What follows belongs to an exercise in optimizing a design on an open flow for small area, a short achievable clock period and few clock cycles per item; a production flow would make more cautious choices. Where RTL was checked, it was by simulation tests only, not by an equivalence proof against the original. No functional check of the RTL was part of runs 3 and 4. Power figures rest on the tool's default switching activity, not on a simulated workload.

<file path="flow/run.sh">
#!/bin/bash
# synth_recipe.tcl (not shown) runs the flow's synth.tcl, then flattens the netlist and writes it again
# the make line also repeats each setting of config.mk as NAME=value (left out here)
make -C /OpenROAD-flow-scripts/flow DESIGN_CONFIG=/design/flow/config.mk WORK_HOME=/design/flow/orfs CLKGATE_MAP_FILE= SYNTH_SCRIPT=/design/flow/synth_recipe.tcl finish
</file>
<file path="flow/config.mk">
export PLATFORM = sky130hd
export DESIGN_NAME = sa_top
export DESIGN_NICKNAME = sa_top
export VERILOG_FILES = /design/flow/design.v
export SDC_FILE = /design/flow/constraint.sdc
export NUM_CORES = 4
export LEC_CHECK = 0
export CAP_MARGIN = 20
export CORE_MARGIN = 2
export CORE_UTILIZATION = 55
export PLACE_DENSITY = 0.7
export SETUP_SLACK_MARGIN = 1.45
export SLEW_MARGIN = 20
</file>
<file path="flow/constraint.sdc">
create_clock -name core_clock -period 4.2 [get_ports {clk_i}]
set_input_delay 0.8400 -clock core_clock [delete_from_list [all_inputs] [get_ports {clk_i}]]
set_output_delay 0.8400 -clock core_clock [all_outputs]
set_load 0.01 [all_outputs]
</file>
<file path="flow/design.v">
module booth_enc (
    input  logic [3:0] x_i,
    output logic [5:0] xe_o
);
  assign xe_o[0] = x_i[1];
  assign xe_o[1] = x_i[0];
  assign xe_o[2] = x_i[1] & ~x_i[0];
  assign xe_o[3] = x_i[3];
  assign xe_o[4] = x_i[2] ^ x_i[1];
  assign xe_o[5] = (x_i[3] & ~x_i[2] & ~x_i[1]) | (~x_i[3] & x_i[2] & x_i[1]);
endmodule
module mac_cell #(
    parameter int CW = 4,                
    localparam int NC = 16 / CW          
) (
    input  logic              clk_i,
    input  logic              v_i,       
    input  logic              clr_i,     
    input  logic [5:0]        xe_i,      
    input  logic [7:0]        w_i,
    output logic [15:0]       acc_o,     
    output logic [NC-1:0]     cy_o       
);
  wire neg0 = xe_i[0];
  wire one0 = v_i & xe_i[1];
  wire two0 = v_i & xe_i[2];
  wire neg1 = xe_i[3];
  wire one1 = v_i & xe_i[4];
  wire two1 = v_i & xe_i[5];
  wire [8:0] ws = {w_i[7], w_i};
  wire [8:0] m0 = ({9{one0}} & ws) | ({9{two0}} & {w_i, 1'b0});
  wire [8:0] m1 = ({9{one1}} & ws) | ({9{two1}} & {w_i, 1'b0});
  wire [9:0] p0 = {m0[8], m0} ^ {10{neg0}};   
  wire [9:0] p1 = {m1[8], m1} ^ {10{neg1}};   
  wire [15:0] xa = {{6{p0[9]}}, p0};
  wire [15:0] ya = {{4{p1[9]}}, p1, 2'b00};
  logic [15:0]   acc_q;
  logic [NC-1:0] cy_q;
  wire  [15:0]   a  = clr_i ? 16'd0 : acc_q;
  wire  [NC-1:0] ci = clr_i ? '0 : cy_q;
  logic [15:0] s, c;
  always_comb begin
    s = '0;
    c = '0;
    s[0] = a[0]; c[0] = xa[0];
    s[1] = a[1]; c[1] = xa[1];
    c[2] = neg1;
    for (int i = 2; i < 16; i++) begin
      s[i] = a[i] ^ xa[i] ^ ya[i];
      if (i < 15) c[i+1] = (a[i] & xa[i]) | (a[i] & ya[i]) | (xa[i] & ya[i]);
    end
  end
  logic [15:0]   sum;
  logic [NC-1:0] co;
  always_comb begin
    for (int k = 0; k < NC; k++) begin
      logic cc;
      cc = (k == 0) ? neg0 : ci[k];
      for (int i = k * CW; i < (k + 1) * CW; i++) begin
        sum[i] = s[i] ^ c[i] ^ cc;
        cc     = (s[i] & c[i]) | (s[i] & cc) | (c[i] & cc);
      end
      co[k] = cc;
    end
  end
  always_ff @(posedge clk_i) begin
    acc_q <= sum;
    cy_q  <= {co[NC-2:0], 1'b0};
  end
  assign acc_o = acc_q;
  assign cy_o  = cy_q;
endmodule
module mac_resolve #(
    parameter int CW = 4,
    localparam int NC = 16 / CW
) (
    input  logic [15:0]   acc_i,
    input  logic [NC-1:0] cy_i,
    output logic [15:0]   y_o
);
  logic [15:0] cv;
  always_comb begin
    cv = '0;
    for (int k = 1; k < NC; k++) cv[k*CW] = cy_i[k];
  end
  assign y_o = acc_i + cv;
endmodule
module sa_top (
    input  logic          clk_i,
    input  logic          rst_ni,
    input  logic          s_valid_i,
    input  logic          s_last_i,
    input  logic          m_ready_i,
    output logic          s_ready_o,
    output logic          m_valid_o,
    output logic          m_last_o,
    input  logic [ 15:0]  sx_data_i,
    input  logic [ 63:0]  sk_data_i,
    output logic [ 63:0]  m_data_o
);
  localparam int R  = 4;
  localparam int C  = 8;
  localparam int CW = 2;   
  localparam int NC = 16 / CW;
  logic adv_q;   
  wire  adv_n;
  logic [2:0] cnt;    
  logic       lt7_q;  
  assign s_ready_o = adv_q && !(s_last_i && lt7_q);
  wire go0 = s_valid_i && s_ready_o;   
  logic [23:0] x0;   
  wire  [63:0] w0 = sk_data_i;
  wire         l0 = s_last_i;
  for (genvar r = 0; r < R; r++) begin : g_enc
    booth_enc u_enc (.x_i(sx_data_i[4*r +: 4]), .xe_o(x0[6*r +: 6]));
  end
  wire [2:0] cnt_n = !adv_q ? cnt : (go0 && l0) ? 3'd0 : (cnt != 3'd7) ? cnt + 3'd1 : cnt;
  always_ff @(posedge clk_i)
    if (!rst_ni) begin
      cnt   <= 3'd7;
      lt7_q <= 1'b0;
    end else begin
      cnt   <= cnt_n;
      lt7_q <= (cnt_n != 3'd7);
    end
  logic [C-1:1] vs, ls;
  logic [23:0] xs [1:C-1];
  logic [7:0]  ws [1:C-1][1:C-1];   
  always_ff @(posedge clk_i)
    if (!rst_ni) vs <= '0;
    else if (adv_q) vs <= {vs[C-2:1], go0};
  always_ff @(posedge clk_i)
    if (adv_q) ls <= {ls[C-2:1], l0};
  for (genvar j = 1; j < C; j++) begin : g_stage
    always_ff @(posedge clk_i)
      if (adv_q) xs[j] <= (j == 1) ? x0 : xs[j-1];
    for (genvar c = j; c < C; c++) begin : g_w
      always_ff @(posedge clk_i)
        if (adv_q) ws[j][c] <= (j == 1) ? w0[8*c +: 8] : ws[j-1][c];
    end
  end
  logic [15:0]   acc [C][R];
  logic [NC-1:0] cy  [C][R];
  logic [C-1:0]  fc;   
  logic [C-1:1] act_q;
  wire [C-1:1] vs_n  = adv_q ? {vs[C-2:1], go0} : vs[C-1:1];
  wire [C-1:1] act_n = {(C-1){adv_n}} & vs_n;
  wire [C-1:0] act   = {act_q, go0};
  always_ff @(posedge clk_i)
    if (!rst_ni) act_q <= '0;
    else act_q <= act_n;
  for (genvar c = 0; c < C; c++) begin : g_col
    wire        vc = act[c];
    wire        lc = (c == 0) ? l0 : ls[c];
    wire [23:0] xc = (c == 0) ? x0 : xs[c];
    wire [7:0]  wc = (c == 0) ? w0[7:0] : ws[c][c];
    always_ff @(posedge clk_i)
      if (!rst_ni) fc[c] <= 1'b1;
      else if (vc) fc[c] <= lc;
    wire clr;
    if (c == 0) begin : g_clr0
      assign clr = go0 && fc[0];
    end else begin : g_clrq
      wire fc_n = vc ? lc : fc[c];
      logic clr_q;
      always_ff @(posedge clk_i)
        if (!rst_ni) clr_q <= 1'b0;
        else clr_q <= act_n[c] && fc_n;
      assign clr = clr_q;
    end
    for (genvar r = 0; r < R; r++) begin : g_row
      mac_cell #(.CW(CW)) u_mac (
          .clk_i(clk_i),
          .v_i  (vc),
          .clr_i(clr),
          .xe_i (xc[6*r +: 6]),
          .w_i  (wc),
          .acc_o(acc[c][r]),
          .cy_o (cy[c][r])
      );
    end
  end
  logic [C-1:0] sel;
  logic         push;
  wire [C-1:0] sel_n = adv_q ? ({vs[C-1:1], go0} & {ls[C-1:1], l0}) : sel;
  always_ff @(posedge clk_i)
    if (!rst_ni) begin
      sel  <= '0;
      push <= 1'b0;
    end else begin
      sel  <= sel_n;
      push <= adv_n && |sel_n;
    end
  logic [15:0]   macc [R];
  logic [NC-1:0] mcy  [R];
  always_comb begin
    for (int r = 0; r < R; r++) begin
      macc[r] = '0;
      mcy[r]  = '0;
      for (int c = 0; c < C; c++) begin
        macc[r] = macc[r] | ({16{sel[c]}} & acc[c][r]);
        mcy[r]  = mcy[r]  | ({NC{sel[c]}} & cy[c][r]);
      end
    end
  end
  logic          pv, pl;
  logic [15:0]   pacc [R];
  logic [NC-1:0] pcy  [R];
  logic [63:0]   pres;
  for (genvar r = 0; r < R; r++) begin : g_res
    mac_resolve #(.CW(CW)) u_res (.acc_i(pacc[r]), .cy_i(pcy[r]), .y_o(pres[16*r +: 16]));
  end
  always_ff @(posedge clk_i)
    if (push)
      for (int r = 0; r < R; r++) begin
        pacc[r] <= macc[r];
        pcy[r]  <= mcy[r];
      end
  always_ff @(posedge clk_i)
    if (push) pl <= sel[C-1];
  logic        hv, sv, hl, sl;
  logic [63:0] hd, sd;
  wire take  = !hv || m_ready_i;     
  wire pmove = pv && (take || !sv);  
  always_ff @(posedge clk_i)
    if (take) begin
      hd <= sv ? sd : pres;
      hl <= sv ? sl : pl;
    end
  always_ff @(posedge clk_i)
    if (pmove && !(take && !sv)) begin
      sd <= pres;
      sl <= pl;
    end
  wire pv_n = push || (pv && !pmove);
  wire hv_n = take ? (sv || pv) : hv;
  wire sv_n = take ? (sv && pv) : (sv || pv);
  always_ff @(posedge clk_i)
    if (!rst_ni) begin
      pv <= 1'b0;
      hv <= 1'b0;
      sv <= 1'b0;
    end else begin
      pv <= pv_n;
      hv <= hv_n;
      sv <= sv_n;
    end
  assign adv_n = !(pv_n && sv_n);
  always_ff @(posedge clk_i)
    if (!rst_ni) adv_q <= 1'b1;
    else adv_q <= adv_n;
  assign m_valid_o = hv;
  assign m_last_o  = hl;
  assign m_data_o  = hd;
endmodule
</file>
==> reports/qor.yml, run 1 <==
drt:
  drt_iter0_markers: 7197
  vias: 59022
  antenna_left: 0
  firstDrtPassIters: 8
  drc: 0
  finalWirelength_mm: 289.2
  vias_per_cell: 6.100
  wl_per_cell_um: 29.89
critical_path:
  end_kind: "flop"
  arrival_ns: 3.82
  worstSetupPathType: "flop to flop"
  cp_slowest_stage_delay_ns: 0.56
  cp_top_family: "adder cells"
  worst_setup_path_start_kind: "flop"
  required_ns: 4.95
  crit_chain: "and2_4, buf_12, buf_6, o21ai_2, xor2_1, buf_4, buf_6, buf_8, fa_1, inv_2, fa_2, fa_2"
  slowest_stage: "fa_2"
  path_buf_inv: 6
  cp_max_fo: 5
placed_design:
  place.port_buffers: 151
  place_area_um2: 86050
  place_hpwl_mm: 198.2
  placed_cells: 8939
  place.gp.congestion: 0.9911
final_layout:
  fillers: 10628
  areaGrowthSynthToFinish_pct: 22.48
  fin_cells: 9676
  final_cell_area_um2: 99960
  nNetsFinal: 8570
  drive_above_1_share_pct: 24.78
pwr:
  ir_drop_mv: 0.4078
  pwr_density_cell_nw_per_um2: 611.3
  leakagePower_nw: 39.60
global_route:
  grt_start_max_net_pins: 167
  grt_use_total_pct: 37.25
  grt_antenna_before_repair: 27
  first_global_vias: 58113
  grt_pass1_wl_mm: 404.0
  gr-total-overflow: 0
yosys:
  syn_avg_cell_area_um2: 11.40
  ys_types: 93
  synth-edff-count: 622
  synthCells: 7162
  async_flop_share_pct: 0
  ys_ff_latch: 1404
  ys.flop_type: "dfxtp_1"
  seq_area_frac_synth_pct: 42.07
  synth_nets: 8128
  yosys_warnings: 17
  netlist_area_um2: 81610
sta:
  fin_skew_ns: 0.03038
  worst-slew-pin-transition_ns: 1.099
  setup_viol: 0
  hold_viol: 0
  fmax_ghz: 0.3255
  slew_headroom_pct: 26.72
  fin_setup_tns_ns: 0
  period_share_pct: 73.14
  rsz0062_at_grt: "yes"
  drv_slew: 0
  fin_crit_ns: 3.072
floorplan:
  core_um2: 147500
  die-width_um: 389.2
  dieArea_um2: 151500
  num_io_pins: 152
  die_y_um: 389.2
  initial_core_util_pct: 55.34
  core.rowCount: 141
run:
  drv_cap: 0
clock_network:
  clkTransAtPathRegs_ns: 0.06
  cts_tree: "done"
  clock_latency_ns: 0.83
  htree_levels: 4
  tritoncts.num_buffers: 158
  cts_root_buffer: "clkbuf_16"
  cts.path.max_buffers: 3
  cts_sinks: 1404
hold_path:
  hold_path_class: "input pin to flop"
run_status:
  status: "no timing/DRC/antenna violations"
[cells in the final DEF (no fill, tap or decap), types with 137 or more instances in the layout]
master,Yosys,final
nor2b_1,380,377
dfxtp_1,782,756
nand2_1,596,562
buf_4,3,412
clkbuf_16,0,170
fa_1,840,545
nand2b_1,304,304
edfxtp_1,622,622
a22o_1,397,397
fa_2,0,295
xnor2_1,580,487
inv_2,3,137
a22oi_1,410,400
inv_1,648,497
[per-layer routing]
metal  GRT usage [%]  part of all wire, %  up-vias
met2           55.55                   44     3596
met3           8.958                   12      828
met5               0                0.044        -
met4           23.57                  8.1       18
met1           49.06                   37    29828
li1                -                    -    24752
[cell usage after synthesis (all sizes together) (5+ instances only)]
master   instances  area, µm²
maj3            10      102.6
clkbuf         471       1769
o22a            16      140.1
nand3b           5      37.54
and2            69      436.7
o21bai           6      45.04
edfxtp         622      18680
nor2b          380       2377
o21ai          146      730.7
inv            651       2444
a22oi          410       3078
o211ai           5      42.54
nand4          108      675.7
a211oi          11      82.58
nor3            19      106.4
nor4b            8      70.07
nand2b         304       1902
or3b             6      52.55
nand2          599       2266
dfxtp          782      15660
nand3           29      157.7
a2111oi          9      78.83
a31o            11      96.34
clkinv          31      116.4
a32oi            6      52.55
mux2            86      975.9
a21o             8      60.06
buf            111      526.8
a31oi           25      162.6
nor2            54      215.2
o31ai            5      56.30
xnor2          584       5145
ha              41      513.0
xor2           128       1121
o22ai           17      106.4
fa             840      16820
a21oi           46      230.2
a21boi           9      67.57
a22o           397       3477
mux2i           30      300.3
nor3b            5      37.54
[logic make-up (layout without fill, tap and decap cells)]
logic type,after synthesis,count (layout),synth area share (%)
other,0,5,0
muxes,116,117,1.564
DFF,1404,1404,42.07
AOI/OAI and AO/OA,1170,1170,10.98
and+or+nand+nor,1605,1607,10.40
xor gates and xnor gates,712,712,7.678
buffers and inverters,1264,1840,5.950
adders and majority gates,891,891,21.36
[worst paths after layout]
kind	cells past startpoint	to	slack [ns]	startpoint
worst max-delay path	12	g_col[3].g_row[2].u_mac.acc_q[9]	1.13	act_q[3]
worst min-delay path	1	ls[1]	0.34	s_last_i
worst max register to register	12	g_col[3].g_row[2].u_mac.acc_q[9]	1.13	act_q[3]
worst min register to register	0	ws[18][5]	0.40	ws[11][5]
[sequential cells by signal (all words and copies together), names as in the netlist, 8 cells and up]
register                 flops
pcy                         28
pacc                        64
fc                           8
sd                          64
ws                         224
g_col.g_row.u_mac.acc_q    512
sel                          8
hd                          64
g_col.g_row.u_mac.cy_q     224
xs                         168
[what timing repair did]
item | in CTS | in global routing
gates cloned | 20 | 10
gates resized for setup | 691 | 556
buffers inserted | 227 | 178
hold buffers | 0 | 0
pin swaps | 269 | 365
setup endpoints to repair | 504 | 525
[through the flow]
step                worst slack, ns  total power (W)  util (%)  hold WS, ns
floorplan                    -1.593          0.03598         -       0.4003
global placement             0.2193          0.04253     58.35       0.4013
detailed placement           0.1408          0.04375     58.35       0.4045
CTS                           1.156          0.05958     65.25       0.3566
global route                  1.061          0.06501     67.77       0.3221
finish                        1.128          0.06110     67.77       0.3354
[report_power, final]
group          internal (W)  switching (W)  leakage, nW  total (W)
Combinational        0.0110         0.0123         24.0     0.0233
Clock               0.00832        0.00603         2.59     0.0144
Sequential           0.0191        0.00438         13.0     0.0235
Total                0.0384         0.0227         39.6     0.0611
[layout make-up]
cell class	instances	area [µm²]	share of cell area, %
tap	1930	2415	2.416
timing repair buffer	861	9380	9.384
clock inverter	84	1001	1.001
clock buffer	213	4343	4.345
antenna	5	12.51	0.01252
multi-input combinational	4497	45730	45.75
inverter	682	2645	2.646
sequential	1404	34430	34.45
Testbench counts, summed over its fixed seeds: cycles 5,480, items 384.
==> run 2: changes to the inputs <==
--- a/flow/config.mk
+++ b/flow/config.mk
@@ -7,7 +7,7 @@
 export LEC_CHECK = 0
 export CAP_MARGIN = 20
 export CORE_MARGIN = 2
-export CORE_UTILIZATION = 55
-export PLACE_DENSITY = 0.7
+export CORE_UTILIZATION = 40
+export PLACE_DENSITY = 0.6
 export SETUP_SLACK_MARGIN = 1.45
 export SLEW_MARGIN = 20
==> run 2 against run 1 <==
Net effect: sequential share of layout area fell by 0.086 points; critical path type unchanged; hold slack got worse by 0.034 ns; total power rose by 0.66%; area after synthesis unchanged; non-clock buffer count down 25.
==> reports/qor.yml, run 2 <==
run_status:
  status: "no timing/DRC/antenna violations"
global_route:
  grt_antenna_before_repair: 41  # +52%
  grt.busiest_layer: "met2"
  met2_usage_pct: 41.87  # -14 points
  grt_use_total_pct: 27.83  # -9.4 points
  grtUsageMet1_pct: 36.96  # -12 points
  gr-total-overflow: 0  # unchanged
  grt_pass1_wl_mm: 416.6  # +3.1%
  grt_start_max_net_pins: 103  # -38%
  first_global_vias: 57486  # -1.1%
  gr-usage-met3_pct: 6.794  # -2.2 points
pwr:
  p_sw_share_pct: 37.35  # +0.20 points
  p_int_w: 0.03853  # +0.33%
  ir_drop_mv: 0.5527  # +36%
  switchingPower_w: 0.02297  # +1.2%
  combPwrFrac_pct: 37.3  # -0.8 points
  leakagePower_nw: 39.50  # -0.26%
  pwr-share-clk_pct: 24.3  # +0.8 points
  power_frac_seq_pct: 38.4  # about the same
  power_w: 0.06150  # +0.66%
  pwr_density_cell_nw_per_um2: 613.8  # +0.41%
clock_network:
  cts_sinks: 1404  # unchanged
  clkTransAtPathRegs_ns: 0.06  # about the same
  tritoncts.num_buffers: 161  # +1.9%
  cts_root_buffer: "clkbuf_16"
  cts.path.max_buffers: 3  # unchanged
  clock_latency_ns: 0.86  # +0.03 ns
  cts_tree: "done"
  htree_levels: 4  # unchanged
  holdBufCountCts: 0  # unchanged
final_layout:
  layout_common_cells: "dfxtp_1 (756), edfxtp_1 (622), nand2_1 (576), fa_1 (569), inv_1 (541)"
  fillers: 17745  # +67%
  nNetsFinal: 8546  # -0.28%
  top_register: "g_col.g_row.u_mac.acc_q"
  areaGrowthSynthToFinish_pct: 22.77
  largest_reg_flops: 512  # unchanged
  final_cell_area_um2: 100200  # +0.24%
  final_core_util_pct: 49.47  # -18 points
  drive_above_1_share_pct: 23.22  # -1.6 points
  reg_top3: "g_col.g_row.u_mac.acc_q x512, g_col.g_row.u_mac.cy_q x224, ws x224"
  final_common_cell: "dfxtp_1"
yosys:
  synth_nets: 8128  # unchanged
  synth_top_area_share_pct: 22.89  # unchanged
  seq_area_frac_synth_pct: 42.07  # unchanged
  synthTopCellsByArea: "edfxtp_1 (23%), fa_1 (21%), dfxtp_1 (19%)"
  ys_ff_latch: 1404  # unchanged
  synth_commonest_cells: "fa_1 (840), dfxtp_1 (782), inv_1 (648), edfxtp_1 (622), nand2_1 (596)"
  yosys_warnings: 17  # unchanged
  ys_types: 93  # unchanged
  yosysMostFrequentCell: "fa_1"
  synth_top_cell_by_area: "edfxtp_1"
  synth-edff-count: 622  # unchanged
  synthCells: 7162  # unchanged
  syn_avg_cell_area_um2: 11.40  # unchanged
  ys.flop_type: "dfxtp_1"
  async_flop_share_pct: 0  # unchanged
  netlist_area_um2: 81610  # unchanged
run:
  drv_cap: 0  # unchanged
critical_path:
  crit_chain: "and2_4, buf_12, o21ai_4, xor2_2, buf_6, inv_1, buf_4, fa_1, inv_1, fa_2, xnor2_1, xnor2_1, xnor2_1, xnor2_1"
  cp_slowest_stage_delay_ns: 0.48  # -0.08 ns
  cp_max_fo: 8  # +3
  cp_top_family: "adder cells"
  worstSetupPathType: "flop to flop"
  end_kind: "flop"
  slowest_stage: "fa_1"
  worst_setup_path_start_kind: "flop"
  required_ns: 4.96  # about the same
  path_buf_inv: 5  # -1
  path_common_cell: "xnor2_1"
  arrival_ns: 3.70  # -0.12 ns
sta:
  worst-slew-pin-transition_ns: 1.004  # -0.09505 ns
  period_share_pct: 69.99  # -3.1 points
  hold_viol: 0  # unchanged
  setup_ws_ns: 1.260  # +0.1322 ns
  fmax_ghz: 0.3402  # +4.5%
  rsz0062_at_grt: "yes"
  whs_ns: 0.3014  # -0.03401 ns
  fin_crit_ns: 2.940  # -0.1322 ns
  drv_slew: 0  # unchanged
  setup_viol: 0  # unchanged
  slew_headroom_pct: 33.05  # +6.3 points
  fin_skew_ns: 0.04935  # +0.01897 ns
hold_path:
  hold_path_class: "input pin to flop"
floorplan:
  die-width_um: 455.7  # +17%
  num_io_pins: 152  # unchanged
  core.rowCount: 165  # +17%
  dieArea_um2: 207700  # +37%
  core_um2: 202500  # +37%
  die_y_um: 455.7  # +17%
  initial_core_util_pct: 40.30  # -15 points
drt:
  wl_per_cell_um: 28.67  # -4.1%
  vias: 58175  # -1.4%
  vias_per_cell: 5.594  # -8.3%
  antenna_left: 0  # unchanged
  finalWirelength_mm: 298.1  # +3.1%
  drc: 0  # unchanged
  firstDrtPassIters: 6  # -2
  drt_iter0_markers: 7037  # -2.2%
placed_design:
  place.port_buffers: 151  # unchanged
  place.gp.congestion: 0.9631  # -2.8%
  pre_cts_slack_ns: 0.1610  # +0.02026 ns
  place_area_um2: 87080  # +1.2%
  place_hpwl_mm: 209.1  # +5.5%
run 2: cell types whose count changed in the layout (fill, tap and decap cells not counted), sizes merged, moves of 3 or more:
cell           previous run  this run
buf                     693       669
clkbuf                  227       224
dlygate4sd2              13         8
clkinv                   80        88
clkdlybuf4s50           131       136
diode                     5         8
dlymetal6s2s              1         4
run 2: path summary, 6_finish.rpt:
check                                from                                end  slack, ns  cells after the start
worst min-delay path             s_last_i                              ls[1]       0.30                      1
worst min register to register  ws[25][1]                          ws[32][1]       0.40                      0
worst max-delay path            ws[24][7]  g_col[4].g_row[2].u_mac.acc_q[15]       1.26                     14
worst max register to register  ws[24][7]  g_col[4].g_row[2].u_mac.acc_q[15]       1.26                     14
run 2: kinds of logic after synthesis:
kind of cell	after synthesis	share of synthesized area, %
DFF	1404	42.07
buffers and inverters	1264	5.950
adders and majority gates	891	21.36
muxes	116	1.564
AOI/OAI and AO/OA	1170	10.98
xor gates and xnor gates	712	7.678
and+or+nand+nor	1605	10.40
run 2: timing repair:
item / in CTS / in global routing
gates cloned: 16 / 9
resized for setup: 613 / 511
setup buffers: 224 / 138
pin swaps: 216 / 280
setup endpoints to repair: 700 / 401
run 2: per-layer routing:
metal	wire length, µm	up-vias
met2	130100	3082
met4	19380	26
li1	-	24728
met1	117000	29672
met3	31400	667
met5	153	-
run 2: area by class of cell:
type / instances / area (µm²) / share of cell area (%)
Clock inverter: 89 / 1139 / 1.136
Tap cell: 2672 / 3343 / 3.337
Sequential cell: 1404 / 34430 / 34.36
Antenna cell: 8 / 20.02 / 0.01998
Multi-Input combinational cell: 4495 / 45290 / 45.20
Timing Repair Buffer: 836 / 8899 / 8.881
Inverter: 682 / 2618 / 2.612
Clock buffer: 213 / 4459 / 4.450
run 2: metrics by stage:
stage / TNS [ns] / cells
detailed placement: 0 / 9702
finish: 0 / 10399
global route: 0 / 10392
global placement: 0 / 9702
floorplan: -115.81 / 7162
CTS: 0 / 10244
run 2: power groups by stage:
stage               Combinational, W  Sequential, W  Clock [W]
finish                        0.0229         0.0236     0.0150
global route                  0.0262         0.0238     0.0157
CTS                           0.0216         0.0236     0.0151
detailed placement            0.0203         0.0238          0
global placement              0.0191         0.0238          0
floorplan                     0.0152         0.0208          0
==> run 3: changes to the inputs <==
--- a/flow/design.v
+++ b/flow/design.v
@@ -159,7 +159,11 @@
       else if (vc) fc[c] <= lc;
     wire clr;
     if (c == 0) begin : g_clr0
-      assign clr = go0 && fc[0];
+      logic clr_q;
+      always_ff @(posedge clk_i)
+        if (!rst_ni) clr_q <= 1'b1;
+        else clr_q <= adv_n && (go0 ? l0 : fc[0]);
+      assign clr = clr_q;
     end else begin : g_clrq
       wire fc_n = vc ? lc : fc[c];
       logic clr_q;
==> run 3 against run 2 <==
Net effect: still clean on timing, DRC and antenna; utilization up 0.25 points; clock power barely moved; maximum frequency fell by 2.7%; worst setup slack worse by 0.082 ns; die area is 1.1% lower; hold slack gained 0.075 ns; global-route usage fell by 0.46 points; flip-flop and latch count is 1 higher; clock skew down 0.0032 ns; sequential power down 2%; combinational power down 8%; critical endpoint is now g_col[6].g_row[0].u_mac.acc_q[9]; largest power group unchanged.
==> reports/qor.yml, run 3 <==
run_status:
  status: "no timing/DRC/antenna violations"
yosys:
  yosysMostFrequentCell: "fa_1"
  synth_top_area_share_pct: 23.15  # +0.26 points
  synthXorXnorAreaFrac_pct: 7.838  # +0.16 points
  yosys_warnings: 17  # unchanged
  synthTopCellsByArea: "edfxtp_1 (23%), fa_1 (21%), dfxtp_1 (19%)"
  async_flop_share_pct: 0  # unchanged
  synth_commonest_cells: "fa_1 (836), dfxtp_1 (783), inv_1 (629), edfxtp_1 (622), nand2_1 (608)"
  seq_area_frac_synth_pct: 42.58  # +0.51 points
  ys_types: 69  # -26%
  synth-edff-count: 622  # unchanged
  synth_nets: 8032  # -1.2%
  synthCells: 7070  # -1.3%
  synth_mux_area_share_pct: 1.442  # -0.12 points
  ys_ff_latch: 1405  # +0.071%
  syn_avg_cell_area_um2: 11.41  # +0.14%
  synth-compound-area-share_pct: 10.67  # -0.30 points
  ys.flop_type: "dfxtp_1"
  synthAdderAreaFrac_pct: 21.54  # +0.18 points
  synth_top_cell_by_area: "edfxtp_1"
  synthSimpleGateAreaFrac_pct: 10.18  # -0.22 points
  synth_top_family_by_area: "adder cells"
  netlist_area_um2: 80680  # -1.1%
final_layout:
  layout_common_cells: "dfxtp_1 (756), edfxtp_1 (622), fa_1 (580), nand2_1 (570), inv_1 (514)"
  final_core_util_pct: 49.73  # +0.25 points
  fin_cells: 10314  # -0.82%
  drive_above_1_share_pct: 23.66  # +0.45 points
  largest_reg_flops: 512  # unchanged
  final_common_cell: "dfxtp_1"
  final_cell_area_um2: 99490  # -0.71%
  reg_top3: "g_col.g_row.u_mac.acc_q x512, g_col.g_row.u_mac.cy_q x224, ws x224"
  top_register: "g_col.g_row.u_mac.acc_q"
  areaGrowthSynthToFinish_pct: 23.31
  nNetsFinal: 8473  # -0.85%
placed_design:
  place_hpwl_mm: 200.4  # -4.2%
  place_area_um2: 86260  # -0.94%
  placed_cells: 9592  # -1.1%
  place.port_buffers: 151  # unchanged
  place.gp.congestion: 0.9781  # +1.6%
critical_path:
  worstSetupPathType: "flop to flop"
  r2r_start: "act_q[6]"
  required_ns: 4.97  # about the same
  crit_chain: "and2_4, buf_8, buf_12, o21ai_4, xor2_1, buf_4, buf_6, buf_12, fa_1, inv_1, fa_2, fa_2"
  slowest_stage: "fa_2"
  cp_slowest_stage_delay_ns: 0.56  # +0.08 ns
  regToRegSetupSlack_ns: 1.18  # -0.08 ns
  worst_setup_path_start_kind: "flop"
  end_kind: "flop"
  startpoint: "act_q[6]"
  arrival_ns: 3.80  # +0.10 ns
  cp_max_fo: 6  # -2
floorplan:
  dieArea_um2: 205300  # -1.1%
  core_um2: 200100  # -1.2%
  initial_core_util_pct: 40.33  # about the same
  num_io_pins: 152  # unchanged
  die-width_um: 453.1  # -0.57%
  die_y_um: 453.1  # -0.57%
  core.rowCount: 164  # -0.61%
drt:
  vias_per_cell: 5.528  # -1.2%
  finalWirelength_mm: 287.1  # -3.7%
  firstDrtPassIters: 6  # unchanged
  drt_iter0_markers: 6619  # -5.9%
  vias: 57012  # -2.0%
  antenna_left: 0  # unchanged
  drc: 0  # unchanged
  wl_per_cell_um: 27.84  # -2.9%
pwr:
  power_frac_seq_pct: 38.9  # +0.5 points
  switchingPower_w: 0.02149  # -6.4%
  p_int_w: 0.03783  # -1.8%
  pwr-share-clk_pct: 25.5  # +1.2 points
  p_sw_share_pct: 36.23  # -1.1 points
  pwr_density_cell_nw_per_um2: 596.3  # -2.9%
  leakagePower_nw: 39.22  # -0.71%
  ir_drop_mv: 0.5075  # -8.2%
  combPwrFrac_pct: 35.6  # -1.7 points
sta:
  drv_slew: 0  # unchanged
  setup_viol: 0  # unchanged
  period_share_pct: 71.95  # +2.0 points
  fin_skew_ns: 0.04613  # -0.003211 ns
  rsz0062_at_grt: "yes"
  fin_setup_tns_ns: 0  # unchanged
  worst-slew-pin-transition_ns: 1.000  # -0.003813 ns
  hold_viol: 0  # unchanged
  fin_crit_ns: 3.022  # +0.08238 ns
  slew_headroom_pct: 33.31  # +0.25 points
  fmax_ghz: 0.3309  # -2.7%
clock_network:
  cts_tree: "done"
  holdBufCountCts: 0  # unchanged
  cts_root_buffer: "clkbuf_16"
  clkTransAtPathRegs_ns: 0.07  # about the same
  htree_levels: 4  # unchanged
  clock_latency_ns: 0.84  # -0.02 ns
  cts.path.max_buffers: 3  # unchanged
  cts_sinks: 1405  # +0.071%
  tritoncts.num_buffers: 163  # +1.2%
global_route:
  grt_pass1_wl_mm: 404.0  # -3.0%
  grt_start_max_net_pins: 133  # +29%
  grt_use_total_pct: 27.37  # -0.46 points
  gr-total-overflow: 0  # unchanged
  first_global_vias: 56628  # -1.5%
  grt_antenna_before_repair: 23  # -44%
run:
  drv_cap: 0  # unchanged
hold_path:
  worstHoldStart: "s_last_i"
  hold_path_class: "input pin to flop"
## run 3: cell count changes in the layout (fill, tap and decap cells not counted), moves of 9 or more
cell / previous run / this run
inv_1: 541 / 514
a22oi_1: 400 / 411
and2_1: 42 / 9
fa_1: 569 / 580
o21ai_1: 21 / 9
mux2i_1: 29 / 12
buf_8: 45 / 32
buf_4: 424 / 449
nand2_2: 9 / 25
nand4_1: 108 / 99
xnor2_2: 80 / 89
nor2b_1: 377 / 427
nand2b_1: 304 / 294
fa_2: 271 / 256
## run 3: worst max-delay path, delay by kind of cell (launching register included)
family / cells / cell delay, ns
flip-flops: 1 / 0.40
AO/OA/AOI/OAI: 1 / 0.07
AND/OR/NAND/NOR: 1 / 0.16
buffers and inverters: 6 / 0.77
adder cells (fa/ha/maj): 3 / 1.41
XOR/XNOR: 1 / 0.15
## run 3: metal layers
metal | wire (µm) | up-vias | global-route usage, %
met5 | 13 | - | 0
met4 | 19950 | 2 | 15.90
met3 | 28710 | 583 | 6.181
met2 | 125200 | 2918 | 40.92
met1 | 113200 | 29144 | 36.45
li1 | - | 24365 | -
## run 3: layout make-up
cell class,instances,area [µm²]
Clock buffer,230,4693
Fill cell,17484,100600
Tap cell,2656,3323
Clock inverter,77,967.2
Multi-Input combinational cell,4435,44730
Timing Repair Buffer,843,8736
Sequential cell,1405,34450
Inverter,663,2580
Antenna cell,5,12.51
## run 3: cell families after synthesis
logic type	Yosys count
buf+inv	1230
fa+ha+maj	890
flops	1405
mux	105
xor+xnor	722
compound gates	1134
simple gates	1584
## run 3: final timing paths
path,end,cells past startpoint
hold / removal,ls[1],1
setup reg to reg,g_col[6].g_row[0].u_mac.acc_q[9],12
setup / recovery,g_col[6].g_row[0].u_mac.acc_q[9],12
hold reg to reg,ws[11][0],0
## run 3: repair_timing
item                                    in CTS  in global routing
gates resized for setup                    632                467
cloned                                      14                  6
pin swaps                                  235                285
setup buffers                              248                142
endpoints found under the setup margin     544                309
## run 3: power groups by stage
stage                     Sequential, W  Clock [W]  Combinational (W)
after floorplan                  0.0207          0             0.0140
after CTS                        0.0230     0.0153             0.0201
after global routing             0.0233     0.0159             0.0241
final                            0.0231     0.0151             0.0211
after detailed placement         0.0234          0             0.0186
after global placement           0.0234          0             0.0176
## run 3: metrics by stage
| step | power [W] | setup slack, ns | hold slack, ns |
|---|---|---|---|
| after global routing | 0.06319 | 1.093 | 0.3655 |
| final | 0.05932 | 1.178 | 0.3763 |
| after global placement | 0.04094 | 0.1426 | 0.4028 |
| after detailed placement | 0.04198 | 0.1233 | 0.4045 |
| after floorplan | 0.03468 | -1.460 | 0.4003 |
| after CTS | 0.05842 | 1.270 | 0.3338 |
==> run 4: changes to the inputs <==
--- a/flow/design.v
+++ b/flow/design.v
@@ -21,10 +21,10 @@
     output logic [15:0]       acc_o,     
     output logic [NC-1:0]     cy_o       
 );
-  wire neg0 = xe_i[0];
+  wire neg0 = v_i & xe_i[0];
   wire one0 = v_i & xe_i[1];
   wire two0 = v_i & xe_i[2];
-  wire neg1 = xe_i[3];
+  wire neg1 = v_i & xe_i[3];
   wire one1 = v_i & xe_i[4];
   wire two1 = v_i & xe_i[5];
   wire [8:0] ws = {w_i[7], w_i};
@@ -32,8 +32,8 @@
   wire [8:0] m1 = ({9{one1}} & ws) | ({9{two1}} & {w_i, 1'b0});
   wire [9:0] p0 = {m0[8], m0} ^ {10{neg0}};   
   wire [9:0] p1 = {m1[8], m1} ^ {10{neg1}};   
-  wire [15:0] xa = {{6{p0[9]}}, p0};
-  wire [15:0] ya = {{4{p1[9]}}, p1, 2'b00};
+  wire [15:0] xa = {4'b0000, v_i & ~p0[9], p0[9], p0[9], p0[8:0]};
+  wire [15:0] ya = {4'b0000, v_i & ~p1[9], p1[8:0], 2'b00};
   logic [15:0]   acc_q;
   logic [NC-1:0] cy_q;
   wire  [15:0]   a  = clr_i ? 16'd0 : acc_q;
@@ -114,6 +114,12 @@
   for (genvar r = 0; r < R; r++) begin : g_enc
     booth_enc u_enc (.x_i(sx_data_i[4*r +: 4]), .xe_o(x0[6*r +: 6]));
   end
+  logic [3:0] nbeat, kmod;
+  always_ff @(posedge clk_i)
+    if (!rst_ni) nbeat <= 4'd0;
+    else if (go0) nbeat <= l0 ? 4'd0 : nbeat + 4'd1;
+  always_ff @(posedge clk_i)
+    if (go0 && l0) kmod <= nbeat + 4'd1;
   wire [2:0] cnt_n = !adv_q ? cnt : (go0 && l0) ? 3'd0 : (cnt != 3'd7) ? cnt + 3'd1 : cnt;
   always_ff @(posedge clk_i)
     if (!rst_ni) begin
@@ -146,6 +152,7 @@
   wire [C-1:1] vs_n  = adv_q ? {vs[C-2:1], go0} : vs[C-1:1];
   wire [C-1:1] act_n = {(C-1){adv_n}} & vs_n;
   wire [C-1:0] act   = {act_q, go0};
+  logic [C-1:0] clr_q;
   always_ff @(posedge clk_i)
     if (!rst_ni) act_q <= '0;
     else act_q <= act_n;
@@ -157,26 +164,21 @@
     always_ff @(posedge clk_i)
       if (!rst_ni) fc[c] <= 1'b1;
       else if (vc) fc[c] <= lc;
-    wire clr;
+    wire fc_n = vc ? lc : fc[c];
     if (c == 0) begin : g_clr0
-      logic clr_q;
       always_ff @(posedge clk_i)
-        if (!rst_ni) clr_q <= 1'b1;
-        else clr_q <= adv_n && (go0 ? l0 : fc[0]);
-      assign clr = clr_q;
+        if (!rst_ni) clr_q[0] <= 1'b1;
+        else clr_q[0] <= adv_n && fc_n;
     end else begin : g_clrq
-      wire fc_n = vc ? lc : fc[c];
-      logic clr_q;
       always_ff @(posedge clk_i)
-        if (!rst_ni) clr_q <= 1'b0;
-        else clr_q <= act_n[c] && fc_n;
-      assign clr = clr_q;
+        if (!rst_ni) clr_q[c] <= 1'b0;
+        else clr_q[c] <= act_n[c] && fc_n;
     end
     for (genvar r = 0; r < R; r++) begin : g_row
       mac_cell #(.CW(CW)) u_mac (
           .clk_i(clk_i),
           .v_i  (vc),
-          .clr_i(clr),
+          .clr_i(clr_q[c]),
           .xe_i (xc[6*r +: 6]),
           .w_i  (wc),
           .acc_o(acc[c][r]),
@@ -217,11 +219,13 @@
   always_ff @(posedge clk_i)
     if (push)
       for (int r = 0; r < R; r++) begin
-        pacc[r] <= macc[r];
+        pacc[r] <= {macc[r][15:12] - kmod, macc[r][11:0]};
         pcy[r]  <= mcy[r];
       end
   always_ff @(posedge clk_i)
-    if (push) pl <= sel[C-1];
+    if (push) begin
+      pl  <= sel[C-1];
+    end
   logic        hv, sv, hl, sl;
   logic [63:0] hd, sd;
   wire take  = !hv || m_ready_i;     
==> run 4 against run 3 <==
Net effect: still clean; area after synthesis decreased by 2.4%; cell area decreased by 3.5%; flip-flop and latch count increased by 8; sequential share of layout area increased by 1.5 points; maximum frequency increased by 5.1%; utilization decreased by 0.54 points; total power decreased by 25%; die area decreased by 2.4%; register-to-register slack improved by 0.15 ns; global-route usage decreased by 0.39 points; via count decreased by 1.6%; non-clock buffer count increased by 11; highest routed layer unchanged.
==> reports/qor.yml, run 4 <==
run_status:
  status: "no timing/DRC/antenna violations"
final_layout:
  final_core_util_pct: 49.18  # -0.54 points
  final_common_cell: "dfxtp_1"
  nNetsFinal: 8286  # -2.2%
  layout_common_cells: "dfxtp_1 (760), a22oi_1 (634), edfxtp_1 (626), xnor2_1 (568), nor2b_1 (527)"
  drive_above_1_share_pct: 21.63  # -2.0 points
  reg_top3: "g_col.g_row.u_mac.acc_q x512, g_col.g_row.u_mac.cy_q x224, ws x224"
  final_cell_area_um2: 96000  # -3.5%
  largest_reg_flops: 512  # unchanged
  fin_cells: 10160  # -1.5%
  top_register: "g_col.g_row.u_mac.acc_q"
  areaGrowthSynthToFinish_pct: 21.92
global_route:
  grt_pass1_wl_mm: 387.3  # -4.1%
  first_global_vias: 54048  # -4.6%
  grt_use_total_pct: 26.98  # -0.39 points
  grt_start_max_net_pins: 161  # +21%
  grt_antenna_before_repair: 17  # -26%
  gr-total-overflow: 0  # unchanged
critical_path:
  crit_path_end: "g_col[1].g_row[2].u_mac.acc_q[9]"
  worstSetupPathType: "flop to flop"
  startpoint: "ws[0][6]"
  rr_endpoint: "g_col[1].g_row[2].u_mac.acc_q[9]"
  r2r_start: "ws[0][6]"
  reg2regPathDepth: 9  # -3
  arrival_ns: 3.65  # -0.15 ns
  required_ns: 4.98  # about the same
  cp_max_fo: 4  # -2
  worst_setup_path_start_kind: "flop"
  end_kind: "flop"
  regToRegSetupSlack_ns: 1.32  # +0.15 ns
pwr:
  pwr-share-clk_pct: 33.1  # +7.6 points
  pwr_density_cell_nw_per_um2: 464.6  # -22%
  leakagePower_nw: 38.82  # -1.0%
  p_int_w: 0.03006  # -21%
  ir_drop_mv: 0.3560  # -30%
  power_frac_seq_pct: 44.1  # +5.2 points
  combPwrFrac_pct: 22.8  # -13 points
  switchingPower_w: 0.01454  # -32%
  p_sw_share_pct: 32.60  # -3.6 points
drt:
  routed.top_layer: "met5"
  drc: 0  # unchanged
  wl_met1_mm: 113.4  # +0.18%
  vias_per_cell: 5.521  # -0.12%
  wl_met3_mm: 31.89  # +11%
  dr_wl_met2_mm: 116.7  # -6.8%
  wl_per_cell_um: 27.52  # -1.1%
  drt_iter0_markers: 6335  # -4.3%
  firstDrtPassIters: 6  # unchanged
  antenna_left: 0  # unchanged
  finalWirelength_mm: 279.6  # -2.6%
  vias: 56093  # -1.6%
yosys:
  synth_commonest_cells: "a22oi_1 (787), dfxtp_1 (787), fa_1 (696), edfxtp_1 (626), xnor2_1 (586)"
  ys_ff_latch: 1413  # +0.57%
  async_flop_share_pct: 0  # unchanged
  yosys_warnings: 17  # unchanged
  syn_avg_cell_area_um2: 11.29  # -1.0%
  ys.flop_type: "dfxtp_1"
  synth_nets: 7864  # -2.1%
  synthTopCellsByArea: "edfxtp_1 (24%), dfxtp_1 (20%), fa_1 (18%)"
  synth_top_cell_by_area: "edfxtp_1"
  synth-edff-count: 626  # +0.64%
  ys_types: 64  # -7.2%
  seq_area_frac_synth_pct: 43.88  # +1.3 points
  synth_top_area_share_pct: 23.87  # +0.72 points
  netlist_area_um2: 78750  # -2.4%
  synthCells: 6973  # -1.4%
clock_network:
  holdBufCountCts: 0  # unchanged
  htree_levels: 4  # unchanged
  cts_tree: "done"
  cts.path.max_buffers: 3  # unchanged
  cts_root_buffer: "clkbuf_16"
  cts_sinks: 1413  # +0.57%
  clkTransAtPathRegs_ns: 0.06  # about the same
  clock_latency_ns: 0.87  # +0.03 ns
  tritoncts.num_buffers: 162  # -0.61%
floorplan:
  num_io_pins: 152  # unchanged
  die-width_um: 447.7  # -1.2%
  dieArea_um2: 200400  # -2.4%
  core.rowCount: 162  # -1.2%
  initial_core_util_pct: 40.34  # about the same
  die_y_um: 447.7  # -1.2%
  core_um2: 195200  # -2.4%
hold_path:
  hold_path_class: "flop to flop"
placed_design:
  place_area_um2: 83180  # -3.6%
  place.gp.congestion: 0.9854  # +0.75%
  place_hpwl_mm: 194.1  # -3.1%
  placed_cells: 9346  # -2.6%
  place.port_buffers: 151  # unchanged
sta:
  hold_viol: 0  # unchanged
  whs_ns: 0.3784  # +0.002072 ns
  fmax_ghz: 0.3477  # +5.1%
  slew_headroom_pct: 26.47  # -6.8 points
  rsz0062_at_grt: "yes"
  fin_skew_ns: 0.07089  # +0.02475 ns
  setup_viol: 0  # unchanged
  fin_crit_ns: 2.876  # -0.1458 ns
  period_share_pct: 68.48  # -3.5 points
  worst-slew-pin-transition_ns: 1.103  # +0.1025 ns
  drv_slew: 0  # unchanged
run:
  drv_cap: 0  # unchanged
-- run 4: cell types whose count changed after synthesis, moves of 66 or more --
cell | previous run | this run
a22oi_1 | 417 | 787
nor2b_1 | 427 | 538
a22o_1 | 404 | 8
ha_1 | 41 | 110
inv_1 | 629 | 435
xor2_1 | 119 | 53
fa_1 | 836 | 696
and2_1 | 24 | 287
nand2_1 | 608 | 465
-- run 4: timing repair --
item / 4_1_cts / 5_1_grt
setup endpoints to repair: 418 / 278
resized for setup: 286 / 427
setup buffers: 269 / 229
pin swaps: 70 / 257
gates cloned: 6 / 5
-- run 4: layer usage --
| layer | vias up | global-route usage [%] |
|---|---|---|
| li1 | 24239 | - |
| met1 | 28320 | 36.75 |
| met2 | 2936 | 39.20 |
| met3 | 582 | 7.973 |
| met4 | 16 | 12.93 |
| met5 | - | 0 |
-- run 4: stage by stage --
stage / worst slack (ns) / power [W] / TNS (ns)
6_report: 1.324 / 0.04461 / 0
5_1_grt: 1.290 / 0.04667 / 0
4_1_cts: 1.293 / 0.04407 / 0
3_5_place_dp: 0.1709 / 0.02871 / 0
3_3_place_gp: 0.2197 / 0.02826 / 0
2_1_floorplan: -1.663 / 0.02454 / -108.07
-- run 4: kinds of logic (layout without fill, tap and decap cells) --
group	Yosys count	in the layout	share of synthesized area [%]
AND/OR/NAND/NOR	1875	1875	13.10
multiplexers	87	87	1.196
other	0	1	0
flip-flops	1413	1413	43.88
adder cells (fa/ha/maj)	820	820	19.62
buffers and inverters	1031	1593	4.999
AO/OA/AOI/OAI	1108	1108	10.10
XOR/XNOR	639	639	7.107
-- run 4: power groups by stage --
stage	Sequential [W]	Clock, W	Combinational [W]
2_1_floorplan	0.0182	0	0.00633
3_3_place_gp	0.0202	0	0.00811
3_5_place_dp	0.0202	0	0.00853
4_1_cts	0.0197	0.0150	0.00939
5_1_grt	0.0198	0.0155	0.0114
6_report	0.0197	0.0148	0.0102
-- run 4: worst max-delay path, cell delays in order (launching register included) --
cell and delay [ns]:
edfxtp_1 0.41, buf_12 0.17, buf_6 0.12, a22oi_2 0.20, xnor2_1 0.17, nand2_2 0.18, fa_1 0.58, inv_2 0.05
fa_2 0.39, fa_2 0.52
-- run 4: worst min path at each step --
stage | from | end | slack [ns] | depth (start not counted)
3_5_place_dp | ws[3][0] | ws[10][0] | 0.40 | 0
2_1_floorplan | ws[3][0] | ws[10][0] | 0.40 | 0
4_1_cts | ws[25][0] | ws[32][0] | 0.39 | 0
5_1_grt | ws[1][4] | ws[8][4] | 0.40 | 0
3_3_place_gp | ws[17][7] | ws[24][7] | 0.40 | 0
6_report | ws[25][0] | ws[32][0] | 0.38 | 0
-- run 4: cell type report --
cell class              instances  area, µm²
diodes                          1      2.502
clock inverters                85       1066
repair buffers                854       8646
multi-input cells            4529      42220
clock buffers                 219       4494
well taps                    2624       3283
fillers                     17313      99190
inverters                     435       1637
flip-flops and latches       1413      34650

separate check: timing with driven ports:
In the flow no input, the clock included, has a driving cell. The finished layouts below were timed again as built, in two steps.
Step 1 (the two cells are an assumption about what drives the block):
set clk [get_ports {clk_i}]
set_driving_cell -lib_cell sky130_fd_sc_hd__clkbuf_16 $clk
set_driving_cell -lib_cell sky130_fd_sc_hd__buf_2 [delete_from_list [all_inputs] $clk]
Step 2 times the ports against the registers' clock, not the clock port: input delays grow and output delays shrink by t, the midpoint of the rising clock arrivals with the driver on.
Slacks: ideal / step 1 / step 2; pairs: ideal / step 1.
run	t (ns)	setup WS [ns]	hold WS [ns]	worst setup path after step 2	worst data-port slew with drivers (ns)
run 1	0.893	1.128 / 1.128 / 0.522	0.335 / 0.277 / 0.402	input to register	0.09
run 2	0.930	1.260 / 1.260 / 0.517	0.301 / 0.230 / 0.400	input to register	0.07
run 3	0.903	1.178 / 1.178 / 0.612	0.376 / 0.315 / 0.404	input to register	0.08
run 4	0.919	1.324 / 1.324 / 0.644	0.378 / 0.378 / 0.378	input to register	0.08
After both steps every run listed still meets setup and hold. For run 2, which loses most, drivers alone change the setup slack by 0.000 ns; drivers and shift together by -0.743 ns.
